Background: an optimization exercise with open tools, aiming at small area. Do not read the settings as production practice.
The RTL was checked by simulation tests, not by an equivalence proof against the original design.

==> flow/design.v (outline; a module is shown in full before it is edited, if it fits) <==
// module dct_row: 990 lines
// module dct_col: 1288 lines
// module dct_fa: 4 lines
// module dct_ha: 4 lines
// module xpose_in: 32 lines
// module xpose_out: 34 lines
// module dct2d_core: 28 lines
module dct2d_core(clk, reset, din, dout);
  // ...
==> flow/run.sh <==
#!/bin/bash
# synth_recipe.tcl (not shown) runs the flow's synth.tcl, then flattens the netlist and writes it again
# the make line also repeats each setting of config.mk as NAME=value (left out here)
make -C /OpenROAD-flow-scripts/flow DESIGN_CONFIG=/design/flow/config.mk WORK_HOME=/design/flow/orfs CLKGATE_MAP_FILE= SYNTH_SCRIPT=/design/flow/synth_recipe.tcl finish
==> flow/config.mk <==
export PLATFORM = sky130hd
export DESIGN_NAME = dct2d_core
export DESIGN_NICKNAME = dct2d_core
export VERILOG_FILES = /design/flow/design.v
export SDC_FILE = /design/flow/constraint.sdc
export NUM_CORES = 4
export LEC_CHECK = 0
export CAP_MARGIN = 20
export CORE_MARGIN = 2
export CORE_UTILIZATION = 50
export CTS_BUF_LIST = sky130_fd_sc_hd__clkbuf_8
export CTS_CLUSTER_DIAMETER = 80
export CTS_CLUSTER_SIZE = 20
export GPL_ROUTABILITY_DRIVEN = 1
export PLACE_DENSITY = 0.6
export SLEW_MARGIN = 20
export SYNTH_HIERARCHICAL = 1
==> flow/constraint.sdc <==
create_clock -name core_clock -period 14.0 [get_ports {clk}]
set_input_delay 2.8000 -clock core_clock [delete_from_list [all_inputs] [get_ports {clk}]]
set_output_delay 2.8000 -clock core_clock [all_outputs]
set_load 0.01 [all_outputs]
==> flow_summary.yaml, run 1 <==
drt:
  wl_met2_um: 59440
  viasPerCell: 5.036
  drt_iter0_drc: 1638
finish:
  nFillCells: 9772
  multi_input_area_mm2: 0.02565
  finalInstanceArea_mm2: 0.06312
  nNetsFinal: 5001
cts:
  root_buffer: "clkbuf_8"
logic_synthesis:
  ys_top_cells_by_count: "dfxtp_1 (1557), fa_1 (994), a22oi_1 (433)"
  ys_ff_latch: 1557
  synth_ff_type: "dfxtp_1"
  synth_compound_area_share_pct: 7.008
  synthAdderAreaFrac_pct: 34.36
run_status:
  status: "finished clean"
global_routing:
  grt_use_total_pct: 20.21
  met2_usage_pct: 34.97
  grt_util_met3_pct: 2.748
worst_setup_path:
  crit_arrival_ns: 12.81
  max_stage_delay_ns: 0.81
  critical_path_class: "flip-flop to flip-flop"
  critPathBufInv: 2
placement:
  place_area_mm2: 0.06161
  dp_hpwl_um: 90360
timing:
  slew_violations: 0
hold_path:
  hold_end: "u_xin.l5[13]$_DFF_P_"
die:
  core-area_mm2: 0.1182
  dieArea_mm2: 0.1221
==> run 2: changes to the inputs <==
--- a/flow/config.mk
+++ b/flow/config.mk
@@ -8,9 +8,9 @@
 export CAP_MARGIN = 20
 export CORE_MARGIN = 2
 export CORE_UTILIZATION = 50
-export CTS_BUF_LIST = sky130_fd_sc_hd__clkbuf_8
+export CTS_BUF_LIST = sky130_fd_sc_hd__clkbuf_16
 export CTS_CLUSTER_DIAMETER = 80
-export CTS_CLUSTER_SIZE = 20
+export CTS_CLUSTER_SIZE = 30
 export GPL_ROUTABILITY_DRIVEN = 1
 export PLACE_DENSITY = 0.6
 export SLEW_MARGIN = 20
==> flow_summary.yaml, run 2 <==
run_status:
  status: "finished clean"
logic_synthesis:
  synth_edf_count: 0
  syn_area_mm2: 0.05966
  synth_top_cell_by_area: "dfxtp_1"
  synth.yosys.seq_area_share_pct: 52.24
  synth.most_common_cell: "dfxtp_1"
  ys_top_cells_by_count: "dfxtp_1 (1557), fa_1 (994), a22oi_1 (433)"
  synth.area.top_cells: "dfxtp_1 (52%), fa_1 (33%), a22oi_1 (5.4%), inv_1 (2.0%), buf_4 (1.7%)"
  synth_cell_type_count: 36
  synthArstFlopShare_pct: 0
  synth_ff_type: "dfxtp_1"
  synthCells: 3842
  synth_area_per_cell_um2: 15.53
  ys_ff_latch: 1557
  synth.top_cell.area_share_pct: 52.24
  synth_warnings: 9
global_routing:
  grt-ovfl-total: 0
  grt_pass1_wl_um: 183700
  grt_start_max_net_pins: 76
  grt_use_total_pct: 20.18
  antenna_found_initial: 4
  grt_pass1_vias: 31050
worst_setup_path:
  crit_path_end_kind: "flip-flop"
  crit_required_ns: 14.57
  critical_path_class: "flip-flop to flip-flop"
  path_max_fanout: 49
  reg2reg_depth: 27
  crit_path_start_kind: "flip-flop"
  crit_arrival_ns: 12.67
drt:
  drtPass1Iterations: 8
  wire_per_inst_um: 21.38
  drc: 0
  vias: 27430
  drt_iter0_drc: 1626
  viasPerCell: 5.043
  routed_wirelength_um: 116300
  ant_nets: 0
cts:
  ctsResizeCount: 0
  root_buffer: "clkbuf_16"
  hold_buffers: 0
  cts_tree: "built"
  cts.sinks: 1557
  clk_latency_ns: 0.68
  cts-buffers-inserted: 67
  cts_setup_buffers: 0
  cts.clk_slew.worst_paths_ns: 0.11
  h-tree-depth: 3
  clk_path_buf_depth: 3
timing:
  tightest_slew_ns: 1.038
  skew_ns: 0.04199
  slew_violations: 0
  max_freq_mhz: 82.64
  slew_headroom_pct: 30.79
  finalSetupViolations: 0
  period_share_pct: 86.43
  period_needed_ns: 12.10
  rsz0062_at_grt: "false"
  hold_viol_final: 0
  fin_tns_setup_ns: 0
finish:
  diodes: 0
  area_growth_pct: 6.713
  layout_commonest_cell: "dfxtp_1"
  final-seq-area_mm2: 0.03119
  drive_above_1_share_pct: 4.485
  stdcell_count: 5438
  top_register: "u_xin.l5"
  reg_top3: "u_xin.l5: 143 flops, u_xin.l4: 132 flops, u_xout.y5: 132 flops"
  multi_input_area_mm2: 0.02565
  nFillCells: 9709
  mostFrequentLayoutCells: "dfxtp_1 (1549), fa_1 (994), a22oi_1 (433), inv_1 (327), clkdlybuf4s50_1 (137)"
  nNetsFinal: 4977
  largest_reg_flops: 143
  final_util_pct: 53.85
placement:
  port_buffers: 137
  dp_hpwl_um: 90360
  place.gp.congestion: 0.8560
  dpl.cell_count: 5345
hold_path:
  whs_path_depth: 0
  holdCritPathClass: "flip-flop to flip-flop"
die:
  io_pins: 162
  dieArea_mm2: 0.1221
  initial_core_util_pct: 50.46
  die_w_um: 349.4
  core-area_mm2: 0.1182
  row_count: 126
  die_y_um: 349.4
flow_run:
  maxCapViolCount: 0
-- run 2: cell type report --
class / count / share of cell area [%]
clock inverter: 23 / 0.4795
timing repair buffer: 171 / 2.555
clock buffer: 70 / 2.751
multi-input combinational: 1756 / 40.28
sequential: 1557 / 49.00
tap: 1536 / 3.019
inverter: 325 / 1.916
-- run 2: modules after synthesis (local to each module, per instance) --
module,copies in the design,cell area [µm²],cells,flops+latches
dct2d_core,1,5455,285,266
dct_col,1,1364,261,0
dct_fa,994,20.02,1,0
dct_ha,22,12.51,1,0
dct_row,1,1182,217,0
xpose_in,1,16650,1088,685
xpose_out,1,14830,975,606
-- run 2: kinds of logic after synthesis --
group | after synthesis | synth area share, %
adders and majority gates | 1043 | 34.36
xor gates and xnor gates | 13 | 0.3146
DFF | 1557 | 52.24
other | 1 | 0.006285
AOI/OAI and AO/OA | 546 | 7.008
buffers and inverters | 552 | 4.914
and+or+nand+nor | 129 | 1.139
muxes | 1 | 0.01678
-- run 2: worst max-delay path, stage by stage (launching register included) --
cell and delay, ns:
dfxtp_4 0.82, buf_4 0.55, a22oi_1 0.17, nand3_1 0.20
ha_1 0.19, fa_1 0.49, fa_1 0.47, fa_1 0.55
inv_1 0.07, fa_1 0.41, fa_1 0.40, fa_1 0.39
fa_1 0.41, fa_1 0.68, fa_1 0.48, fa_1 0.40
fa_1 0.43, fa_1 0.43, fa_1 0.42, fa_1 0.42
fa_1 0.43, fa_1 0.41, fa_1 0.54, fa_1 0.46
fa_1 0.40, fa_1 0.39, fa_1 0.52, xor3_1 0.40
-- run 2: worst paths after layout --
path / start / end / slack, ns
worst max-delay path: oh[6]$_SDFF_PN0_ / u_xout.y4[11]$_DFF_P_ / 1.90
worst min-delay path: u_xout.y5[35]$_DFF_P_ / u_xout.y5[47]$_DFF_P_ / 0.31
worst max register to register: oh[6]$_SDFF_PN0_ / u_xout.y4[11]$_DFF_P_ / 1.90
worst min register to register: u_xout.y5[35]$_DFF_P_ / u_xout.y5[47]$_DFF_P_ / 0.31
-- run 2: per-layer routing --
layer	part of all wire, %	wire, µm	track usage [%]
met5	0	0	0
met4	2.7	3085	5.313
met1	43	50000	26.83
met2	52	59920	35.24
met3	2.8	3268	2.323
-- run 2: stage by stage --
step                setup WS [ns]  area (µm²)  hold slack, ns
floorplan                   2.930       59750          0.3096
global placement            1.904       61610          0.3098
detailed placement          1.780       61610          0.3121
CTS                         1.761       63670          0.3164
global route                1.325       63670          0.3229
finish                      1.900       63670          0.3080
==> run 3: changes to the inputs <==
--- a/flow/config.mk
+++ b/flow/config.mk
@@ -8,9 +8,9 @@
 export CAP_MARGIN = 20
 export CORE_MARGIN = 2
 export CORE_UTILIZATION = 50
-export CTS_BUF_LIST = sky130_fd_sc_hd__clkbuf_16
-export CTS_CLUSTER_DIAMETER = 80
-export CTS_CLUSTER_SIZE = 30
+export CTS_BUF_LIST = sky130_fd_sc_hd__clkbuf_8
+export CTS_CLUSTER_DIAMETER = 60
+export CTS_CLUSTER_SIZE = 16
 export GPL_ROUTABILITY_DRIVEN = 1
 export PLACE_DENSITY = 0.6
 export SLEW_MARGIN = 20
==> flow_summary.yaml, run 3 <==
die:
  core-area_mm2: 0.1182
  die_y_um: 349.4
  row_count: 126
  io_pins: 162
  initial_core_util_pct: 50.46
  dieArea_mm2: 0.1221
  die_w_um: 349.4
global_routing:
  grt_pass1_wl_um: 184500
  top_usage_layer: "met2"
  antenna_found_initial: 6
  grt-ovfl-total: 0
  grt_start_max_net_pins: 76
  grt_use_total_pct: 20.24
  grt_pass1_vias: 31580
  grt_util_met3_pct: 2.945
  grt_use_met1_pct: 26.41
  met2_usage_pct: 35.24
finish:
  mostFrequentLayoutCells: "dfxtp_1 (1549), fa_1 (994), a22oi_1 (433), inv_1 (329), clkdlybuf4s50_1 (137)"
  final_util_pct: 53.79
  top_register: "u_xin.l5"
  multi_input_area_mm2: 0.02565
  area_growth_pct: 6.608
  reg_top3: "u_xin.l5: 143 flops, u_xin.l4: 132 flops, u_xout.y5: 132 flops"
  finalInstanceArea_mm2: 0.06361
  nNetsFinal: 5028
  stdcell_count: 5501
  drive_above_1_share_pct: 5.881
  largest_reg_flops: 143
  final-seq-area_mm2: 0.03119
  layout_commonest_cell: "dfxtp_1"
  nFillCells: 9718
worst_setup_path:
  path_max_fanout: 49
  r2r_start: "oh[6]$_SDFF_PN0_"
  cp-startpoint: "oh[6]$_SDFF_PN0_"
  path_delay_family: "adder cells"
  crit_arrival_ns: 12.85
  crit_path_end_kind: "flip-flop"
  critical_path_class: "flip-flop to flip-flop"
  max_stage_delay_ns: 0.80
  critPathBufInv: 2
  critical-path-slowest-cell: "dfxtp_4"
  crit_path_start_kind: "flip-flop"
  critPathMostFrequentCell: "fa_1"
  crit_required_ns: 14.69
timing:
  tightest_slew_ns: 1.045
  skew_ns: 0.05931
  finalSetupViolations: 0
  period_needed_ns: 12.16
  slew_violations: 0
  rsz0062_at_grt: "false"
  max_freq_mhz: 82.22
  hold_viol_final: 0
  fin_tns_setup_ns: 0
  hold_ws_ns: 0.3118
  slew_headroom_pct: 30.32
  period_share_pct: 86.88
  finalWorstSetupSlack_ns: 1.837
logic_synthesis:
  synth.area.mux_share_pct: 0.01678
  ys_top_cells_by_count: "dfxtp_1 (1557), fa_1 (994), a22oi_1 (433)"
  synth.yosys.seq_area_share_pct: 52.24
  synth_warnings: 9
  synth.most_common_cell: "dfxtp_1"
  synth_compound_area_share_pct: 7.008
  synth.top_cell.area_share_pct: 52.24
  synthArstFlopShare_pct: 0
  ys_ff_latch: 1557
  synthAdderAreaFrac_pct: 34.36
  syn_area_mm2: 0.05966
  synth-xor-area-share_pct: 0.3146
  synth_edf_count: 0
  synth_area_per_cell_um2: 15.53
  synth_cell_type_count: 36
  synth.area.top_cells: "dfxtp_1 (52%), fa_1 (33%), a22oi_1 (5.4%), inv_1 (2.0%), buf_4 (1.7%)"
  synth_top_cell_by_area: "dfxtp_1"
  synthCells: 3842
  synth-simple-area-share_pct: 1.139
  synth_top_family_by_area: "adder cells"
  synth_ff_type: "dfxtp_1"
placement:
  dpl.cell_count: 5345
  dp_slack_ns: 1.780
  dp_hpwl_um: 90360
  port_buffers: 137
  place_area_mm2: 0.06161
  place.gp.congestion: 0.8560
cts:
  cts_setup_buffers: 0
  root_buffer: "clkbuf_8"
  cts-buffers-inserted: 118
  cts.clk_slew.worst_paths_ns: 0.09
  ctsResizeCount: 0
  clk_latency_ns: 0.81
  h-tree-depth: 3
  hold_buffers: 0
  clk_path_buf_depth: 3
  cts_tree: "built"
  cts.sinks: 1557
hold_path:
  holdCritPathClass: "flip-flop to flip-flop"
  hp-start: "u_xout.y5[24]$_DFF_P_"
run_status:
  status: "finished clean"
drt:
  drt_iter0_drc: 1522
  wire_per_inst_um: 21.21
  viasPerCell: 5.045
  ant_nets: 0
  drc: 0
  drtPass1Iterations: 5
  routed_wirelength_um: 116700
  vias: 27750
flow_run:
  maxCapViolCount: 0
[run 3: cell counts after synthesis]
No cell type changed its count.
[run 3: kinds of logic (layout without fill, tap and decap cells)]
logic type | after synthesis | in the layout
muxes | 1 | 1
buffers and inverters | 552 | 649
AOI/OAI and AO/OA | 546 | 546
and+or+nand+nor | 129 | 129
DFF | 1557 | 1557
adders and majority gates | 1043 | 1043
other | 1 | 27
xor gates and xnor gates | 13 | 13
[run 3: per-module statistics from Yosys (local to each module, per instance)]
module / times used / flops+latches / area [µm²] / cells inside
dct2d_core: 1 / 266 / 5455 / 285
dct_col: 1 / 0 / 1364 / 261
dct_fa: 994 / 0 / 20.02 / 1
dct_ha: 22 / 0 / 12.51 / 1
dct_row: 1 / 0 / 1182 / 217
xpose_in: 1 / 685 / 16650 / 1088
xpose_out: 1 / 606 / 14830 / 975
[run 3: cell type report]
cell class / count / area share, %
Sequential cell: 1557 / 49.04
Clock inverter: 33 / 0.5272
Multi-Input combinational cell: 1756 / 40.32
Inverter: 325 / 1.918
Clock buffer: 120 / 2.597
Timing Repair Buffer: 171 / 2.557
Tap cell: 1536 / 3.021
Antenna cell: 3 / 0.01180
[run 3: path summary, 6_finish.rpt]
kind,slack [ns],end,cells after the start
max reg2reg,1.84,u_xout.y4[11]$_DFF_P_,27
min,0.31,u_xout.y5[36]$_DFF_P_,0
min reg2reg,0.31,u_xout.y5[36]$_DFF_P_,0
max,1.84,u_xout.y4[11]$_DFF_P_,27
[run 3: routing by layer]
metal,vias up,wire (µm)
met1,14620,49570
met3,148,3991
met4,0,3193
li1,12470,-
met2,514,59910
met5,-,0
[run 3: worst register-to-register path, stage by stage (launching register included)]
cell and delay, ns:
dfxtp_4 0.80, buf_4 0.62, a22oi_1 0.17, nand3_1 0.20
ha_1 0.19, fa_1 0.49, fa_1 0.47, fa_1 0.56
inv_1 0.07, fa_1 0.41, fa_1 0.40, fa_1 0.39
fa_1 0.41, fa_1 0.68, fa_1 0.49, fa_1 0.40
fa_1 0.43, fa_1 0.43, fa_1 0.42, fa_1 0.42
fa_1 0.43, fa_1 0.41, fa_1 0.54, fa_1 0.47
fa_1 0.40, fa_1 0.39, fa_1 0.53, xor3_1 0.41
==> run 4: changes to the inputs <==
==> flow/flow/run.sh (new file) <==
#!/bin/bash
set -euo pipefail
export BUFFER_PORTS_ARGS="-buffer_cell sky130_fd_sc_hd__buf_1"
bash standard.sh > standard_flow.log 2>&1
==> flow/standard.sh (new file) <==
#!/bin/bash
# synth_recipe.tcl (not shown) runs the flow's synth.tcl, then flattens the netlist and writes it again
# the make line also repeats each setting of config.mk as NAME=value (left out here)
make -C /OpenROAD-flow-scripts/flow DESIGN_CONFIG=/design/flow/config.mk WORK_HOME=/design/flow/orfs CLKGATE_MAP_FILE= SYNTH_SCRIPT=/design/flow/synth_recipe.tcl "${@:-finish}"
removed: flow/run.sh
==> flow_summary.yaml, run 4 <==
run_status:
  status: "finished clean"
finish:
  mostFrequentLayoutCells: "dfxtp_1 (1549), fa_1 (994), a22oi_1 (433), inv_1 (328), buf_1 (137)"
  drive_above_1_share_pct: 5.692
  reg_top3: "u_xin.l5: 143 flops, u_xin.l4: 132 flops, u_xout.y5: 132 flops"
  layout_commonest_cell: "dfxtp_1"
  area_growth_pct: 5.159
  top_register: "u_xin.l5"
  largest_reg_flops: 143
  finalInstanceArea_mm2: 0.06274
  nNetsFinal: 5024
worst_setup_path:
  path_max_fanout: 58
  crit_path_start_kind: "flip-flop"
  crit_path_end_kind: "flip-flop"
  crit_required_ns: 14.71
  max_stage_delay_ns: 0.85
  critPathBufInv: 0
  critical-path-slowest-cell: "dfxtp_4"
  path_delay_family: "adder cells"
  critical_path_class: "flip-flop to flip-flop"
  crit_arrival_ns: 12.50
  rrSetupSlack_ns: 2.22
  critPathMostFrequentCell: "fa_1"
drt:
  vias: 27770
  drc: 0
  ant_nets: 0
  viasPerCell: 5.057
  drt_iter0_drc: 1670
  wire_per_inst_um: 20.92
  routed_wirelength_um: 114900
  drtPass1Iterations: 6
cts:
  cts.sinks: 1557
  cts_setup_buffers: 0
  hold_buffers: 0
  cts_tree: "built"
  h-tree-depth: 3
  cts-buffers-inserted: 117
  clk_latency_ns: 0.83
  clk_path_buf_depth: 3
  root_buffer: "clkbuf_8"
  cts.clk_slew.worst_paths_ns: 0.10
  ctsResizeCount: 0
die:
  io_pins: 162
  core-area_mm2: 0.1182
  die_w_um: 349.4
  die_y_um: 349.4
  row_count: 126
  dieArea_mm2: 0.1221
  initial_core_util_pct: 50.46
logic_synthesis:
  synth.area.mux_share_pct: 0.01678
  synth.most_common_cell: "dfxtp_1"
  ys_top_cells_by_count: "dfxtp_1 (1557), fa_1 (994), a22oi_1 (433)"
  syn_area_mm2: 0.05966
  synth_top_family_by_area: "adder cells"
  synthAdderAreaFrac_pct: 34.36
  synthArstFlopShare_pct: 0
  synth.yosys.seq_area_share_pct: 52.24
  synth_top_cell_by_area: "dfxtp_1"
  ys_ff_latch: 1557
  synth.top_cell.area_share_pct: 52.24
  synth_cell_type_count: 36
  synth_warnings: 9
  synth-simple-area-share_pct: 1.139
  synth_ff_type: "dfxtp_1"
  synth_compound_area_share_pct: 7.008
  synth-xor-area-share_pct: 0.3146
  synth_edf_count: 0
  synthCells: 3842
  synth.area.top_cells: "dfxtp_1 (52%), fa_1 (33%), a22oi_1 (5.4%), inv_1 (2.0%), buf_4 (1.7%)"
  synth_area_per_cell_um2: 15.53
timing:
  max_freq_mhz: 84.88
  rsz0062_at_grt: "false"
  period_share_pct: 84.15
  fin_tns_setup_ns: 0
  finalWorstSetupSlack_ns: 2.219
  slew_violations: 0
  hold_viol_final: 0
  finalSetupViolations: 0
  tightest_slew_ns: 1.111
  slew_headroom_pct: 25.95
  period_needed_ns: 11.78
  skew_ns: 0.08228
placement:
  port_buffers: 137
  dp_hpwl_um: 88880
  place.gp.congestion: 0.8402
  dp_slack_ns: 2.185
  place_area_mm2: 0.06073
global_routing:
  antenna_found_initial: 2
  grt-ovfl-total: 0
  grt_use_total_pct: 19.80
  grt_pass1_wl_um: 181800
  grt_pass1_vias: 31680
  grt_start_max_net_pins: 80
hold_path:
  holdCritPathClass: "flip-flop to flip-flop"
flow_run:
  maxCapViolCount: 0
run 4: cell counts after synthesis:
No cell type changed its count.
run 4: cell families (layout without fill, tap and decap cells):
kind of cell / Yosys count / after routing
xor gates and xnor gates: 13 / 13
muxes: 1 / 1
and+or+nand+nor: 129 / 129
buffers and inverters: 552 / 640
AOI/OAI and AO/OA: 546 / 546
other: 1 / 27
adders and majority gates: 1043 / 1043
DFF: 1557 / 1557
run 4: path summary, 6_finish.rpt:
| path | start | end | depth (start not counted) |
|---|---|---|---|
| worst min-delay path | u_xout.y2[24]$_DFF_P_ | u_xout.y2[36]$_DFF_P_ | 0 |
| worst max register to register | oh[7]$_SDFF_PN0_ | u_xout.y4[11]$_DFF_P_ | 25 |
| worst min register to register | u_xout.y2[24]$_DFF_P_ | u_xout.y2[36]$_DFF_P_ | 0 |
| worst max-delay path | oh[7]$_SDFF_PN0_ | u_xout.y4[11]$_DFF_P_ | 25 |
run 4: Yosys stat by module, one instance, submodules excluded:
module	cell area (µm²)	cells	flops+latches	times used
dct_row	1182	217	0	1
xpose_out	14830	975	606	1
dct_col	1364	261	0	1
dct2d_core	5455	285	266	1
dct_ha	12.51	1	0	22
xpose_in	16650	1088	685	1
dct_fa	20.02	1	0	994
run 4: cell type report:
cell class                 count  area [µm²]
sequential                  1557       31190
clock buffer                 118        1624
clock inverter                29       377.9
fill                        9932       55500
antenna                        3       7.507
multi-input combinational   1756       25650
timing repair buffer         168       747.0
inverter                     325        1220
tap                         1536        1922
run 4: metal layers:
| metal | GRT usage, % | vias to the layer above | wire (µm) |
|---|---|---|---|
| met5 | 0 | - | 0 |
| met1 | 25.60 | 14650 | 48930 |
| met4 | 6.061 | 0 | 3735 |
| met3 | 2.546 | 162 | 3668 |
| li1 | - | 12460 | - |
| met2 | 34.81 | 503 | 58570 |
run 4: per-stage QoR:
| stage | hold slack, ns | util (%) | std cells |
|---|---|---|---|
| floorplan | 0.3096 | - | 3865 |
| global placement | 0.3096 | 51.36 | 5342 |
| detailed placement | 0.3121 | 51.36 | 5342 |
| CTS | 0.2768 | 53.06 | 5489 |
| global route | 0.2831 | 53.06 | 5490 |
| finish | 0.2926 | 53.06 | 5492 |
==> module xpose_in, before the edit <==
module xpose_in(input clk, input [7:0] oh, input [64:0] rowc, output [87:0] colin);
    reg [8*10-1:0]  l0;
    reg [9*11-1:0]  l1;
    reg [10*11-1:0] l2;
    reg [11*11-1:0] l3;
    reg [12*11-1:0] l4;
    reg [13*11-1:0] l5;
    always @(posedge clk) begin
        l0 <= {l0[7*10-1:0],  rowc[64:55]};
        l1 <= {l1[8*11-1:0],  rowc[54:44]};
        l2 <= {l2[9*11-1:0],  rowc[43:33]};
        l3 <= {l3[10*11-1:0], rowc[32:22]};
        l4 <= {l4[11*11-1:0], rowc[21:11]};
        l5 <= {l5[12*11-1:0], rowc[10:0]};
    end
    wire s0 = oh[5];
    wire s1 = oh[6];
    wire s2 = oh[7];
    wire s3 = oh[0];
    wire s4 = oh[1];
    wire s5 = oh[2];
    genvar j;
    generate for (j = 0; j < 8; j = j + 1) begin : g_col
        assign colin[(8-j)*11-1 -: 11] =
              ({11{s0}} & {1'b0, l0[(7-j)*10 +: 10]})
            | ({11{s1}} & l1[(8-j)*11 +: 11])
            | ({11{s2}} & l2[(9-j)*11 +: 11])
            | ({11{s3}} & l3[(10-j)*11 +: 11])
            | ({11{s4}} & l4[(11-j)*11 +: 11])
            | ({11{s5}} & l5[(12-j)*11 +: 11]);
    end endgenerate
endmodule
==> module xpose_out, before the edit <==
module xpose_out(input clk, input [7:0] oh, input valid, input [70:0] colc, output [95:0] dout);
    reg [6*11-1:0]  y0;
    reg [7*12-1:0]  y1;
    reg [8*12-1:0]  y2;
    reg [9*12-1:0]  y3;
    reg [10*12-1:0] y4;
    reg [11*12-1:0] y5;
    always @(posedge clk) begin
        y0 <= {y0[5*11-1:0],  colc[70:60]};
        y1 <= {y1[6*12-1:0],  colc[59:48]};
        y2 <= {y2[7*12-1:0],  colc[47:36]};
        y3 <= {y3[8*12-1:0],  colc[35:24]};
        y4 <= {y4[9*12-1:0],  colc[23:12]};
        y5 <= {y5[10*12-1:0], colc[11:0]};
    end
    wire o0 = valid & oh[3];
    wire o1 = valid & oh[4];
    wire o2 = valid & oh[5];
    wire o3 = valid & oh[6];
    wire o4 = valid & oh[7];
    wire o5 = valid & oh[0];
    genvar k;
    generate for (k = 0; k < 6; k = k + 1) begin : g_out
        wire [10:0] a0 = y0[(5-k)*11 +: 11];
        assign dout[(8-k)*12-1 -: 12] =
              ({12{o0}} & {a0[10], a0})
            | ({12{o1}} & y1[(6-k)*12 +: 12])
            | ({12{o2}} & y2[(7-k)*12 +: 12])
            | ({12{o3}} & y3[(8-k)*12 +: 12])
            | ({12{o4}} & y4[(9-k)*12 +: 12])
            | ({12{o5}} & y5[(10-k)*12 +: 12]);
    end endgenerate
    assign dout[23:0] = 24'd0;
endmodule
==> run 5: changes to the inputs <==
--- a/flow/design.v
+++ b/flow/design.v
@@ -2305,15 +2305,20 @@
     wire s3 = oh[0];
     wire s4 = oh[1];
     wire s5 = oh[2];
-    genvar j;
+    genvar j, b;
     generate for (j = 0; j < 8; j = j + 1) begin : g_col
-        assign colin[(8-j)*11-1 -: 11] =
-              ({11{s0}} & {1'b0, l0[(7-j)*10 +: 10]})
-            | ({11{s1}} & l1[(8-j)*11 +: 11])
-            | ({11{s2}} & l2[(9-j)*11 +: 11])
-            | ({11{s3}} & l3[(10-j)*11 +: 11])
-            | ({11{s4}} & l4[(11-j)*11 +: 11])
-            | ({11{s5}} & l5[(12-j)*11 +: 11]);
+        wire [10:0] v0 = {1'b0, l0[(7-j)*10 +: 10]};
+        wire [10:0] v1 = l1[(8-j)*11 +: 11];
+        wire [10:0] v2 = l2[(9-j)*11 +: 11];
+        wire [10:0] v3 = l3[(10-j)*11 +: 11];
+        wire [10:0] v4 = l4[(11-j)*11 +: 11];
+        wire [10:0] v5 = l5[(12-j)*11 +: 11];
+        for (b = 0; b < 11; b = b + 1) begin : g_bit
+            wire na, nb;
+            dct_aoi222 ma (.a0(s0), .b0(v0[b]), .a1(s1), .b1(v1[b]), .a2(s2), .b2(v2[b]), .y(na));
+            dct_aoi222 mb (.a0(s3), .b0(v3[b]), .a1(s4), .b1(v4[b]), .a2(s5), .b2(v5[b]), .y(nb));
+            assign colin[(7-j)*11 + b] = ~(na & nb);
+        end
     end endgenerate
 endmodule
 module xpose_out(input clk, input [7:0] oh, input valid, input [70:0] colc, output [95:0] dout);
@@ -2337,19 +2342,27 @@
     wire o3 = valid & oh[6];
     wire o4 = valid & oh[7];
     wire o5 = valid & oh[0];
-    genvar k;
+    genvar k, b;
     generate for (k = 0; k < 6; k = k + 1) begin : g_out
         wire [10:0] a0 = y0[(5-k)*11 +: 11];
-        assign dout[(8-k)*12-1 -: 12] =
-              ({12{o0}} & {a0[10], a0})
-            | ({12{o1}} & y1[(6-k)*12 +: 12])
-            | ({12{o2}} & y2[(7-k)*12 +: 12])
-            | ({12{o3}} & y3[(8-k)*12 +: 12])
-            | ({12{o4}} & y4[(9-k)*12 +: 12])
-            | ({12{o5}} & y5[(10-k)*12 +: 12]);
+        wire [11:0] v0 = {a0[10], a0};
+        wire [11:0] v1 = y1[(6-k)*12 +: 12];
+        wire [11:0] v2 = y2[(7-k)*12 +: 12];
+        wire [11:0] v3 = y3[(8-k)*12 +: 12];
+        wire [11:0] v4 = y4[(9-k)*12 +: 12];
+        wire [11:0] v5 = y5[(10-k)*12 +: 12];
+        for (b = 0; b < 12; b = b + 1) begin : g_bit
+            wire na, nb;
+            dct_aoi222 ma (.a0(o0), .b0(v0[b]), .a1(o1), .b1(v1[b]), .a2(o2), .b2(v2[b]), .y(na));
+            dct_aoi222 mb (.a0(o3), .b0(v3[b]), .a1(o4), .b1(v4[b]), .a2(o5), .b2(v5[b]), .y(nb));
+            assign dout[(7-k)*12 + b] = ~(na & nb);
+        end
     end endgenerate
     assign dout[23:0] = 24'd0;
 endmodule
+module dct_aoi222(input a0, input b0, input a1, input b1, input a2, input b2, output y);
+    assign y = ~((a0 & b0) | (a1 & b1) | (a2 & b2));
+endmodule
 module dct2d_core(clk, reset, din, dout);
 input clk, reset;
 input  [64-1:0]   din;
==> flow_summary.yaml, run 5 <==
logic_synthesis:
  synthCells: 3582
  syn_area_mm2: 0.05805
  synth.most_common_cell: "dfxtp_1"
  synthArstFlopShare_pct: 0
  synth.area.top_cells: "dfxtp_1 (54%), fa_1 (34%), a222oi_1 (5.5%), inv_1 (2.1%), buf_4 (1.4%)"
  ys_ff_latch: 1557
  synth_ff_type: "dfxtp_1"
  synth_warnings: 9
  synth.top_cell.area_share_pct: 53.70
  synth_top_cell_by_area: "dfxtp_1"
  synth_cell_type_count: 29
  synth_area_per_cell_um2: 16.21
  synth.yosys.seq_area_share_pct: 53.70
  ys_top_cells_by_count: "dfxtp_1 (1557), fa_1 (994), inv_1 (324)"
  synth_edf_count: 0
global_routing:
  grt_use_total_pct: 19.33
  grt_start_max_net_pins: 92
  antenna_found_initial: 14
  grt_pass1_vias: 30380
  grt_pass1_wl_um: 172300
  grt-ovfl-total: 0
finish:
  final-seq-area_mm2: 0.03119
  top_register: "u_xin.l5"
  reg_top3: "u_xin.l5: 143 flops, u_xin.l4: 132 flops, u_xout.y5: 132 flops"
  multi_input_area_mm2: 0.02493
  area_growth_pct: 6.910
  nFillCells: 9580
  layout_commonest_cell: "dfxtp_1"
  nNetsFinal: 4873
  mostFrequentLayoutCells: "dfxtp_1 (1551), fa_1 (994), inv_1 (327), a222oi_1 (320), nand2_1 (164)"
  drive_above_1_share_pct: 4.967
  largest_reg_flops: 143
  final_util_pct: 53.62
drt:
  drt_iter0_drc: 2669
  ant_nets: 0
  wire_per_inst_um: 20.55
  drc: 0
  vias: 27070
  drtPass1Iterations: 7
  routed_wirelength_um: 109500
  viasPerCell: 5.079
flow_run:
  maxCapViolCount: 0
worst_setup_path:
  crit_path_end_kind: "flip-flop"
  crit_path_start_kind: "flip-flop"
  path_max_fanout: 91
  crit_required_ns: 14.67
  critical_path_class: "flip-flop to flip-flop"
  crit_arrival_ns: 12.69
cts:
  h-tree-depth: 3
  cts.clk_slew.worst_paths_ns: 0.10
  clk_path_buf_depth: 3
  cts_setup_buffers: 0
  cts.sinks: 1557
  root_buffer: "clkbuf_8"
  cts_tree: "built"
  clk_latency_ns: 0.83
  hold_buffers: 0
  cts-buffers-inserted: 118
  ctsResizeCount: 0
timing:
  skew_ns: 0.07029
  slew_headroom_pct: 24.14
  max_freq_mhz: 83.23
  period_needed_ns: 12.02
  slew_violations: 0
  fin_tns_setup_ns: 0
  hold_viol_final: 0
  tightest_slew_ns: 1.138
  finalWorstSetupSlack_ns: 1.985
  rsz0062_at_grt: "false"
  finalSetupViolations: 0
  period_share_pct: 85.82
die:
  dieArea_mm2: 0.1188
  die_w_um: 344.7
  die_y_um: 344.7
  row_count: 125
  core-area_mm2: 0.1157
  initial_core_util_pct: 50.16
  io_pins: 162
run_status:
  status: "finished clean"
placement:
  port_buffers: 137
  dp_hpwl_um: 84540
  dp_slack_ns: 1.901
  place.gp.congestion: 0.8628
hold_path:
  holdCritPathClass: "flip-flop to flip-flop"
run 5: cell count changes in the layout (fill, tap and decap cells not counted), sizes merged, moves of 13 or more:
cell,previous run,this run
a31oi,72,0
a222oi,8,320
a22oi,464,0
buf,168,155
nand3,80,0
nand2,12,164
run 5: critical path: stages, from the launching register on:
cell and delay (ns):
dfxtp_4 1.02, a222oi_1 0.30, nand2_1 0.19, ha_1 0.18
fa_1 0.48, fa_1 0.47, fa_1 0.40, fa_1 0.39
fa_1 0.40, fa_1 0.55, inv_1 0.07, fa_1 0.42
fa_1 0.71, fa_1 0.50, fa_1 0.40, fa_1 0.44
fa_1 0.44, fa_1 0.45, fa_1 0.45, fa_1 0.44
fa_1 0.42, fa_1 0.53, fa_1 0.45, fa_1 0.39
fa_1 0.40, fa_1 0.53, xor3_1 0.42
run 5: final cells by class:
type	instances	area share (%)
Antenna cell	1	0.004032
Clock buffer	121	2.683
Multi-Input combinational cell	1618	40.18
Sequential cell	1557	50.26
Inverter	324	1.960
Clock inverter	30	0.6673
Timing Repair Buffer	155	1.175
Tap cell	1524	3.073
run 5: modules after synthesis (local to each module, per instance), a selection:
module      cell area [µm²]  copies in the design  cells inside
xpose_in              14050                     1           774
xpose_out             12620                     1           709
dct2d_core             5455                     1           285
dct_col                1364                     1           261
dct_row                1182                     1           217
dct_fa                20.02                   994             1
dct_aoi222            10.01                   320             1
run 5: kinds of logic (layout without fill, tap and decap cells):
group                    Yosys count  count (layout)  synth area share (%)
multiplexers                       1               1               0.01724
buffers and inverters            437             630                 3.569
flip-flops                      1557            1557                 53.70
AO/OA/AOI/OAI                    322             322                 5.539
AND/OR/NAND/NOR                  207             207                 1.528
XOR/XNOR                          13              13                0.3233
other                              2              33               0.01294
adder cells (fa/ha/maj)         1043            1043                 35.31
run 5: path summary, 6_finish.rpt:
kind	cells past startpoint	start	endpoint	slack (ns)
hold reg to reg	0	u_xout.y2[10]$_DFF_P_	u_xout.y2[22]$_DFF_P_	0.29
setup / recovery	26	oh[0]$_SDFF_PN1_	u_xout.y4[11]$_DFF_P_	1.98
setup reg to reg	26	oh[0]$_SDFF_PN1_	u_xout.y4[11]$_DFF_P_	1.98
hold / removal	0	u_xout.y2[10]$_DFF_P_	u_xout.y2[22]$_DFF_P_	0.29
run 5: routing by layer:
layer | global-route usage [%] | part of all wire [%] | up-vias
met2 | 33.65 | 51 | 650
met3 | 3.221 | 4.9 | 156
met5 | 0 | 0.035 | -
li1 | - | - | 12090
met4 | 5.682 | 2.7 | 8
met1 | 24.94 | 41 | 14170
run 5: through the flow:
stage                     hold WS, ns  instance area (µm²)  std cells
after floorplan                0.3096                58160       3612
after CTS                      0.2788                61950       5325
after global routing           0.2787                62060       5330
after global placement         0.3096                59870       5174
after detailed placement       0.3121                59870       5174
final                          0.2896                62060       5330
==> run 6: changes to the inputs <==
--- a/flow/config.mk
+++ b/flow/config.mk
@@ -8,9 +8,9 @@
 export CAP_MARGIN = 20
 export CORE_MARGIN = 2
 export CORE_UTILIZATION = 50
-export CTS_BUF_LIST = sky130_fd_sc_hd__clkbuf_8
-export CTS_CLUSTER_DIAMETER = 60
-export CTS_CLUSTER_SIZE = 16
+export CTS_BUF_LIST = sky130_fd_sc_hd__clkbuf_4 sky130_fd_sc_hd__clkbuf_8
+export CTS_CLUSTER_DIAMETER = 50
+export CTS_CLUSTER_SIZE = 14
 export GPL_ROUTABILITY_DRIVEN = 1
 export PLACE_DENSITY = 0.6
 export SLEW_MARGIN = 20
==> flow_summary.yaml, run 6 <==
flow_run:
  maxCapViolCount: 0
logic_synthesis:
  synth.yosys.seq_area_share_pct: 53.70
  synth_edf_count: 0
  synth_warnings: 9
  syn_area_mm2: 0.05805
  synthArstFlopShare_pct: 0
  synthCells: 3582
  synth.top_cell.area_share_pct: 53.70
  synth_ff_type: "dfxtp_1"
  synth_top_cell_by_area: "dfxtp_1"
  synth_cell_type_count: 29
  ys_ff_latch: 1557
  synth.most_common_cell: "dfxtp_1"
  synth.area.top_cells: "dfxtp_1 (54%), fa_1 (34%), a222oi_1 (5.5%), inv_1 (2.1%), buf_4 (1.4%)"
  synth_area_per_cell_um2: 16.21
  ys_top_cells_by_count: "dfxtp_1 (1557), fa_1 (994), inv_1 (324)"
placement:
  port_buffers: 137
  place.gp.congestion: 0.8628
  dp_hpwl_um: 84540
  dpl.cell_count: 5174
worst_setup_path:
  crit_arrival_ns: 12.68
  cp-startpoint: "oh[7]$_SDFF_PN0_"
  r2r_start: "oh[7]$_SDFF_PN0_"
  reg2reg_to: "u_xout.y4[11]$_DFF_P_"
  crit_path_end_kind: "flip-flop"
  rrSetupSlack_ns: 2.02
  crit_end: "u_xout.y4[11]$_DFF_P_"
  crit_path_start_kind: "flip-flop"
  critical_path_class: "flip-flop to flip-flop"
  reg2reg_depth: 26
  path_max_fanout: 58
  crit_required_ns: 14.70
drt:
  vias: 27190
  viasPerCell: 5.061
  ant_nets: 0
  wire_per_inst_um: 20.47
  drtPass1Iterations: 8
  drt_iter0_drc: 2672
  drc: 0
  routed_wirelength_um: 110000
timing:
  skew_ns: 0.05461
  period_needed_ns: 11.98
  slew_violations: 0
  fin_tns_setup_ns: 0
  hold_viol_final: 0
  tightest_slew_ns: 1.137
  period_share_pct: 85.59
  rsz0062_at_grt: "false"
  slew_headroom_pct: 24.20
  max_freq_mhz: 83.46
  finalSetupViolations: 0
cts:
  h-tree-depth: 4
  clk_path_buf_depth: 3
  cts_setup_buffers: 0
  cts-buffers-inserted: 142
  clk_latency_ns: 0.84
  hold_buffers: 0
  cts.clk_slew.worst_paths_ns: 0.09
  cts_tree: "built"
  root_buffer: "clkbuf_8"
  cts.sinks: 1557
  ctsResizeCount: 0
finish:
  stdcell_count: 5373
  mostFrequentLayoutCells: "dfxtp_1 (1551), fa_1 (994), inv_1 (324), a222oi_1 (320), nand2_1 (164)"
  reg_top3: "u_xin.l5: 143 flops, u_xin.l4: 132 flops, u_xout.y5: 132 flops"
  area_growth_pct: 7.792
  layout_commonest_cell: "dfxtp_1"
  nNetsFinal: 4897
  largest_reg_flops: 143
  top_register: "u_xin.l5"
  drive_above_1_share_pct: 6.083
die:
  die_y_um: 344.7
  initial_core_util_pct: 50.16
  die_w_um: 344.7
  io_pins: 162
  core-area_mm2: 0.1157
  row_count: 125
  dieArea_mm2: 0.1188
run_status:
  status: "finished clean"
global_routing:
  grt-ovfl-total: 0
  grt_pass1_vias: 30710
  grt_pass1_wl_um: 174000
  grt_start_max_net_pins: 92
  grt_use_total_pct: 19.53
  antenna_found_initial: 9
hold_path:
  holdCritPathClass: "flip-flop to flip-flop"
run 6: layer usage:
layer / GRT usage [%] / up-vias / wire [µm]
met3: 3.161 / 139 / 4512
met2: 34.39 / 619 / 57110
met4: 5.321 / 2 / 2357
li1: - / 12170 / -
met5: 0 / - / 8
met1: 25.07 / 14260 / 46010
run 6: cell type report:
class	count	area, µm²
Timing Repair Buffer	155	729.5
Fill cell	9530	53160
Tap cell	1524	1907
Inverter	324	1216
Clock buffer	158	2131
Sequential cell	1557	31190
Multi-Input combinational cell	1618	24930
Clock inverter	35	457.9
Antenna cell	2	5.005
run 6: per-module statistics from Yosys (local to each module, per instance), excerpt:
module	cell area, µm²	times used	flip-flops and latches
dct_aoi222	10.01	320	0
dct_col	1364	1	0
dct_fa	20.02	994	0
dct_ha	12.51	22	0
dct_row	1182	1	0
xpose_in	14050	1	685
xpose_out	12620	1	606
run 6: worst min-delay path by stage:
stage          slack, ns                    end  cells past startpoint             startpoint
6_report            0.29  u_xout.y2[22]$_DFF_P_                      0  u_xout.y2[10]$_DFF_P_
5_1_grt             0.29  u_xout.y5[58]$_DFF_P_                      0  u_xout.y5[46]$_DFF_P_
4_1_cts             0.29  u_xout.y2[22]$_DFF_P_                      0  u_xout.y2[10]$_DFF_P_
3_5_place_dp        0.31         d2[20]$_DFF_P_                      0         d1[20]$_DFF_P_
3_3_place_gp        0.31  u_xout.y2[13]$_DFF_P_                      0   u_xout.y2[1]$_DFF_P_
2_1_floorplan       0.31          d2[0]$_DFF_P_                      0          d1[0]$_DFF_P_
run 6: critical path: stages (launching register included):
cell and delay [ns]:
dfxtp_4 0.65, buf_4 0.63, a222oi_1 0.19, nand2_1 0.18, fa_1 0.51, fa_1 0.47, fa_1 0.40, fa_1 0.39
fa_1 0.40, fa_1 0.55, inv_1 0.07, fa_1 0.42, fa_1 0.71, fa_1 0.50, fa_1 0.40, fa_1 0.44
fa_1 0.44, fa_1 0.45, fa_1 0.45, fa_1 0.43, fa_1 0.42, fa_1 0.53, fa_1 0.45, fa_1 0.39
fa_1 0.40, fa_1 0.54, xor3_1 0.42
run 6: cells by family (layout without fill, tap and decap cells):
family,Yosys count,after routing,synth area share (%)
DFF,1557,1557,53.70
adders and majority gates,1043,1043,35.31
buffers and inverters,437,672,3.569
AOI/OAI and AO/OA,322,322,5.539
and+or+nand+nor,207,207,1.528
xor gates and xnor gates,13,13,0.3233
other,2,34,0.01294
muxes,1,1,0.01724
run 6: stage by stage:
step / hold slack, ns / area [µm²] / util, % / setup slack (ns)
2_1_floorplan: 0.3096 / 58160 / - / 1.801
3_3_place_gp: 0.3096 / 59870 / 51.73 / 2.087
3_5_place_dp: 0.3121 / 59870 / 51.73 / 1.901
4_1_cts: 0.2926 / 62460 / 53.97 / 1.929
5_1_grt: 0.2905 / 62570 / 54.06 / 1.558
6_report: 0.2910 / 62570 / 54.06 / 2.018
==> run 7: changes to the inputs <==
--- a/flow/config.mk
+++ b/flow/config.mk
@@ -8,9 +8,9 @@
 export CAP_MARGIN = 20
 export CORE_MARGIN = 2
 export CORE_UTILIZATION = 50
-export CTS_BUF_LIST = sky130_fd_sc_hd__clkbuf_4 sky130_fd_sc_hd__clkbuf_8
-export CTS_CLUSTER_DIAMETER = 50
-export CTS_CLUSTER_SIZE = 14
+export CTS_BUF_LIST = sky130_fd_sc_hd__clkbuf_4
+export CTS_CLUSTER_DIAMETER = 40
+export CTS_CLUSTER_SIZE = 10
 export GPL_ROUTABILITY_DRIVEN = 1
 export PLACE_DENSITY = 0.6
 export SLEW_MARGIN = 20
==> flow_summary.yaml, run 7 <==
run_status:
  status: "finished clean"
finish:
  reg_top3: "u_xin.l5: 143 flops, u_xin.l4: 132 flops, u_xout.y5: 132 flops"
  area_growth_pct: 6.807
  nNetsFinal: 4946
  layout_commonest_cell: "dfxtp_1"
  mostFrequentLayoutCells: "dfxtp_1 (1551), fa_1 (994), inv_1 (324), a222oi_1 (320), clkbuf_4 (201)"
  largest_reg_flops: 143
  multi_input_area_mm2: 0.02493
  final-seq-area_mm2: 0.03119
  drive_above_1_share_pct: 7.256
  nFillCells: 9634
  top_register: "u_xin.l5"
flow_run:
  maxCapViolCount: 0
die:
  die_y_um: 344.7
  die_w_um: 344.7
  initial_core_util_pct: 50.16
  dieArea_mm2: 0.1188
  io_pins: 162
  row_count: 125
  core-area_mm2: 0.1157
logic_synthesis:
  synthCells: 3582
  synth.top_cell.area_share_pct: 53.70
  ys_ff_latch: 1557
  synth_cell_type_count: 29
  synth.area.top_cells: "dfxtp_1 (54%), fa_1 (34%), a222oi_1 (5.5%), inv_1 (2.1%), buf_4 (1.4%)"
  synth.yosys.seq_area_share_pct: 53.70
  synth_ff_type: "dfxtp_1"
  synth_edf_count: 0
  synth_area_per_cell_um2: 16.21
  synthArstFlopShare_pct: 0
  ys_top_cells_by_count: "dfxtp_1 (1557), fa_1 (994), inv_1 (324)"
  synth.most_common_cell: "dfxtp_1"
  syn_area_mm2: 0.05805
  synth_top_cell_by_area: "dfxtp_1"
  synth_warnings: 9
worst_setup_path:
  crit_required_ns: 15.01
  max_stage_delay_ns: 1.02
  crit_path_start_kind: "flip-flop"
  crit_path_end_kind: "flip-flop"
  critPathMostFrequentCell: "fa_1"
  crit_arrival_ns: 12.97
  path_max_fanout: 91
  critical-path-slowest-cell: "dfxtp_4"
  critical_path_class: "flip-flop to flip-flop"
cts:
  cts-buffers-inserted: 191
  hold_buffers: 0
  clk_latency_ns: 1.11
  root_buffer: "clkbuf_4"
  clk_path_buf_depth: 3
  cts_tree: "built"
  cts.clk_slew.worst_paths_ns: 0.10
  ctsResizeCount: 0
  h-tree-depth: 4
  cts.sinks: 1557
  cts_setup_buffers: 0
drt:
  wire_per_inst_um: 20.31
  drt_iter0_drc: 2713
  ant_nets: 0
  drtPass1Iterations: 10
  routed_wirelength_um: 110200
  drc: 0
  viasPerCell: 5.076
  vias: 27550
global_routing:
  antenna_found_initial: 10
  grt_pass1_wl_um: 174700
  grt_pass1_vias: 31030
  grt-ovfl-total: 0
  grt_use_total_pct: 19.59
  grt_start_max_net_pins: 92
hold_path:
  holdCritPathClass: "flip-flop to flip-flop"
timing:
  hold_viol_final: 0
  finalSetupViolations: 0
  tightest_slew_ns: 1.139
  period_share_pct: 85.43
  max_freq_mhz: 83.61
  slew_violations: 0
  fin_tns_setup_ns: 0
  slew_headroom_pct: 24.05
  skew_ns: 0.08302
  rsz0062_at_grt: "false"
  period_needed_ns: 11.96
placement:
  place.gp.congestion: 0.8628
  dp_hpwl_um: 84540
  port_buffers: 137
==> run 7: cell count changes in the layout (fill, tap and decap cells not counted), sizes merged <==
cell / delta
inv: +8
clkinvlp: -3
diode: +2
bufinv: +4
clkinv: +1
clkbuf: +43
==> run 7: final cells by class <==
type | instances | share of cell area [%]
clock buffer | 201 | 2.434
multi-input combinational | 1618 | 40.22
clock inverter | 45 | 0.8113
sequential | 1557 | 50.31
inverter | 324 | 1.962
timing repair buffer | 155 | 1.177
antenna | 4 | 0.01614
tap | 1524 | 3.075
==> run 7: kinds of logic after synthesis <==
family,synth area share [%]
flip-flops,53.70
adder cells (fa/ha/maj),35.31
buffers and inverters,3.569
AO/OA/AOI/OAI,5.539
AND/OR/NAND/NOR,1.528
XOR/XNOR,0.3233
other,0.01294
multiplexers,0.01724
==> run 7: worst paths after layout <==
kind / slack, ns / cells after the start / start / to
setup / recovery: 2.04 / 26 / oh[0]$_SDFF_PN1_ / u_xout.y4[11]$_DFF_P_
hold / removal: 0.30 / 0 / u_xout.y3[35]$_DFF_P_ / u_xout.y3[47]$_DFF_P_
setup reg to reg: 2.04 / 26 / oh[0]$_SDFF_PN1_ / u_xout.y4[11]$_DFF_P_
hold reg to reg: 0.30 / 0 / u_xout.y3[35]$_DFF_P_ / u_xout.y3[47]$_DFF_P_
==> run 7: metal layers <==
layer  part of all wire [%]  vias up  GRT usage (%)
met4                    2.0        4          5.763
met2                     52      668          34.43
met3                    4.5      138          3.298
li1                       -    12350              -
met1                     41    14390          24.96
met5                  0.016        -              0
==> run 7: stage by stage <==
step / utilization, % / cells / cell area, µm² / worst slack, ns / hold slack, ns
finish: 53.57 / 5428 / 62000 / 2.040 / 0.2967
global route: 53.57 / 5427 / 62000 / 1.545 / 0.2788
CTS: 53.47 / 5420 / 61880 / 1.933 / 0.2866
detailed placement: 51.73 / 5174 / 59870 / 1.901 / 0.3121
global placement: 51.73 / 5174 / 59870 / 2.087 / 0.3096
floorplan: - / 3612 / 58160 / 1.801 / 0.3096
==> run 7: Yosys stat by module (local to each module, per instance) <==
| module | copies in the design | flip-flops and latches | cell area, µm² |
|---|---|---|---|
| dct_aoi222 | 320 | 0 | 10.01 |
| dct_col | 1 | 0 | 1364 |
| dct2d_core | 1 | 266 | 5455 |
| dct_row | 1 | 0 | 1182 |
| dct_ha | 22 | 0 | 12.51 |
| xpose_in | 1 | 685 | 14050 |
| xpose_out | 1 | 606 | 12620 |
| dct_fa | 994 | 0 | 20.02 |
==> run 7: critical path, delay by kind of cell, from the launching register on <==
family / cells / cell delay (ns)
AND/OR/NAND/NOR: 1 / 0.19
adder cells (fa/ha/maj): 22 / 9.86
XOR/XNOR: 1 / 0.43
buffers and inverters: 1 / 0.07
AO/OA/AOI/OAI: 1 / 0.30
flip-flops: 1 / 1.02

==> port drivers added, routing unchanged <==
No port has a modelled driver above. Below, the same layouts with a new extraction and two added sets of constraints.
Step 1, drivers: a clkbuf_16 drives clk and a buf_2 each remaining input, both assumed.
Step 2 times the ports against the registers' clock, not the clock port: input delays grow and output delays shrink by t, the midpoint of the rising clock arrivals with the driver on.
Three values: no drivers, after step 1, after step 2; two values: the first two.
run	t, ns	setup slack, ns	hold slack, ns	worst data-port slew with drivers (ns)
run 1	0.845	1.854 / 1.854 / 1.854	0.294 / 0.294 / 0.294	0.04
run 2	0.728	1.900 / 1.900 / 1.900	0.308 / 0.308 / 0.308	0.04
run 3	0.851	1.837 / 1.837 / 1.837	0.312 / 0.312 / 0.312	0.04
run 4	0.858	2.219 / 2.219 / 2.219	0.293 / 0.293 / 0.293	0.05
run 5	0.857	1.985 / 1.985 / 1.985	0.290 / 0.290 / 0.290	0.06
run 6	0.875	2.018 / 2.018 / 2.018	0.291 / 0.291 / 0.291	0.06
run 7	1.141	2.040 / 2.040 / 2.040	0.297 / 0.297 / 0.297	0.06
After both steps setup and hold are still met in every run listed.
